Background: an optimization exercise with open tools, aiming at small area and a short achievable clock period. Do not read the settings as production practice.
Function was checked by simulation only, so behaviour that the tests miss may differ from the original.
No activity file was given, so power comes from the tool's default toggle rates.

==> flow/design.v <==
module master_apb #(parameter ADDR_WIDTH=8, parameter DATA_WIDTH =8)(
input PCLK,
input PRESETn,
input READ_WRITE,
input transfer,
input [DATA_WIDTH-1:0] PRDATA,
output reg PENABLE,
output reg [DATA_WIDTH-1:0] apb_read_data_out
);
reg setup_q;
always @(posedge PCLK or negedge PRESETn)
begin
if(!PRESETn)
begin
setup_q<=1'b0;
PENABLE<=1'b0;
end
else
begin
setup_q<=transfer&~setup_q;
PENABLE<=setup_q;
end
end
always @(posedge PCLK or negedge PRESETn)
begin
if(!PRESETn)
apb_read_data_out<='b0;
else if (PENABLE && !READ_WRITE)
apb_read_data_out<=PRDATA;
end
endmodule
module RAM_slave #(parameter ADDRESS=8, parameter DATA=8, parameter LOCATION=64)(
input PCLK,PRESETn,
input PENABLE,
input PWRITE,
input [ADDRESS-1:0] waddr,
input [ADDRESS-1:0] raddr,
input [DATA-1:0] pwdata,
output [DATA-1:0] prdata
);
reg [DATA-1:0] memory [0:63];
reg wr_pend;
reg [5:0] wr_addr;
reg [DATA-1:0] wr_data;
always @(posedge PCLK or negedge PRESETn)
begin
if(!PRESETn)
wr_pend<=1'b0;
else
wr_pend<=PENABLE & PWRITE & (waddr < LOCATION);
end
always @(posedge PCLK)
begin
wr_addr<=waddr[5:0];
wr_data<=pwdata;
end
wire [7:0] w_row, w_bank;
onehot8 w_row_dec (.en(wr_pend), .a(wr_addr[2:0]), .y(w_row));
onehot8 w_bank_dec (.en(1'b1), .a(wr_addr[5:3]), .y(w_bank));
wire [7:0] r_row, r_bank;
onehot8 r_row_dec (.en(1'b1), .a(raddr[2:0]), .y(r_row));
onehot8 r_bank_dec (.en(raddr[ADDRESS-1:6] == 0), .a(raddr[5:3]), .y(r_bank));
genvar g, b;
generate
for (g=0; g<64; g=g+1) begin : loc
wire we = w_bank[g/8] & w_row[g%8];
wire nwe = ~(w_bank[g/8] & w_row[g%8]);
wire [DATA-1:0] d;
for (b=0; b<DATA; b=b+1) begin : bc
ram_bit_next nxt (.we(we), .nwe(nwe), .wd(wr_data[b]), .q(memory[g][b]), .d(d[b]));
end
always @(posedge PCLK or negedge PRESETn)
begin
if(!PRESETn)
memory[g]<='b0;
else
memory[g]<=d;
end
end
for (b=0; b<DATA; b=b+1) begin : rbit
wire [7:0] bank_data;
for (g=0; g<8; g=g+1) begin : bank
sel8 s (.sel(r_row), .d({memory[8*g+7][b], memory[8*g+6][b], memory[8*g+5][b], memory[8*g+4][b],
                         memory[8*g+3][b], memory[8*g+2][b], memory[8*g+1][b], memory[8*g][b]}),
        .y(bank_data[g]));
end
sel8 s (.sel(r_bank), .d(bank_data), .y(prdata[b]));
end
endgenerate
endmodule
module ram_bit_next (
input we, nwe,
input wd,
input q,
output d
);
assign d = (q & nwe) | (wd & we);
endmodule
module onehot8 (
input en,
input [2:0] a,
output [7:0] y
);
assign y = en ? (8'b1 << a) : 8'b0;
endmodule
module sel8 (
input [7:0] sel,
input [7:0] d,
output y
);
assign y = |(sel & d);
endmodule
module apb_top #(parameter ADDRESS=8, parameter DATA =8, parameter LOCATION=64)(
input PCLK,PRESETn,transfer,READ_WRITE,
input [ADDRESS-1:0] apb_write_paddr,apb_read_paddr,
input [DATA-1:0] apb_write_data,
output [DATA-1:0] apb_read_data_out);
wire PENABLE;
wire [DATA-1:0] prdata;
master_apb #(.ADDR_WIDTH(ADDRESS),.DATA_WIDTH(DATA)) master(
.PCLK(PCLK),
.PRESETn(PRESETn),
.READ_WRITE(READ_WRITE),
.transfer(transfer),
.PRDATA(prdata),
.PENABLE(PENABLE),
.apb_read_data_out(apb_read_data_out));
RAM_slave #(.ADDRESS(ADDRESS),.DATA(DATA), .LOCATION(LOCATION)) slave_dut (
.PCLK(PCLK),
.PRESETn(PRESETn),
.PENABLE(PENABLE),
.PWRITE(READ_WRITE),
.waddr(apb_write_paddr),
.raddr(apb_read_paddr),
.pwdata(apb_write_data),
.prdata(prdata)
);
endmodule
export LEC_CHECK = 0
export CAP_MARGIN = 20
export CORE_MARGIN = 2
export CORE_UTILIZATION = 40
export CTS_CLUSTER_DIAMETER = 100
export CTS_CLUSTER_SIZE = 30
export PLACE_DENSITY = 0.6
export SETUP_SLACK_MARGIN = 2.8
export SLEW_MARGIN = 20
export SYNTH_HIERARCHICAL = 1
create_clock -name core_clock -period 5.0 [get_ports {PCLK}]
run.sh (not shown) runs the stock make flow with config.mk's settings and CLKGATE_MAP_FILE= SYNTH_SCRIPT=/design/flow/synth_recipe.tcl, a recipe that flattens the netlist after the stock synthesis.
The baseline produced a clean layout.
Rerun with:
--- a/flow/config.mk
+++ b/flow/config.mk
@@ -11,2 +10,0 @@
-export CTS_CLUSTER_DIAMETER = 100
-export CTS_CLUSTER_SIZE = 30
@@ -14 +12 @@
-export SETUP_SLACK_MARGIN = 2.8
+export SETUP_SLACK_MARGIN = 2.5
Non-clock buffer count fell by 32.
Hold slack loses 11 ps.
Worst setup slack loses 110 ps.
Final area rose slightly.
Total power climbs by a quarter to a third.
Routed wire length falls by a few percent.
Critical path depth came out lower by 2.
Synthesized area does not change.
Rerun with:
--- a/flow/config.mk
+++ b/flow/config.mk
@@ -10,0 +11 @@
+export CTS_BUF_LIST = sky130_fd_sc_hd__clkbuf_4 sky130_fd_sc_hd__clkbuf_8
Utilization drops by 0.41 points.
Via count climbs by 1.4%.
Register-to-register slack barely changes.
Rerun with:
--- a/flow/config.mk
+++ b/flow/config.mk
@@ -11 +10,0 @@
-export CTS_BUF_LIST = sky130_fd_sc_hd__clkbuf_4 sky130_fd_sc_hd__clkbuf_8
@@ -13 +12 @@
-export SETUP_SLACK_MARGIN = 2.5
+export SETUP_SLACK_MARGIN = 2.8
Result: Die area stays the same; cell count shrinks slightly; register-to-register slack gets better by 140 ps; clock power grows by roughly a tenth; global-route usage grows by 1.4 points; power grows by a few percent; wire length grows by a few percent; sequential cell count stays the same; design area grows by a few percent.

[port drivers added, routing unchanged]
The flow's constraints put no driver on any port. The routed layouts listed below were extracted and timed again, unchanged, in two steps.
Step 1 assumes that a clkbuf_16 drives the clock port and a buf_2 every other input.
Step 2 also shifts input and output timing later by t, the mid clock arrival at the registers, as if the neighbouring blocks saw the same clock.
a / b / c = ideal / step 1 / step 2; a / b = the first two.
| run | t (ns) | setup slack, ns | worst setup path after step 2 |
|---|---|---|---|
| the first run | 0.640 | 2.580 / 2.518 / 1.878 | input to register |
| the second run | 0.671 | 2.471 / 2.484 / 1.812 | input to register |
| the third run | 0.740 | 2.445 / 2.471 / 1.730 | input to register |
| the fourth run | 0.676 | 2.653 / 2.547 / 1.871 | input to register |
After both steps setup and hold are still met in every run listed. The setup slack of the fourth run, which loses most, moves by -0.106 ns with the drivers and by -0.782 ns with both steps.
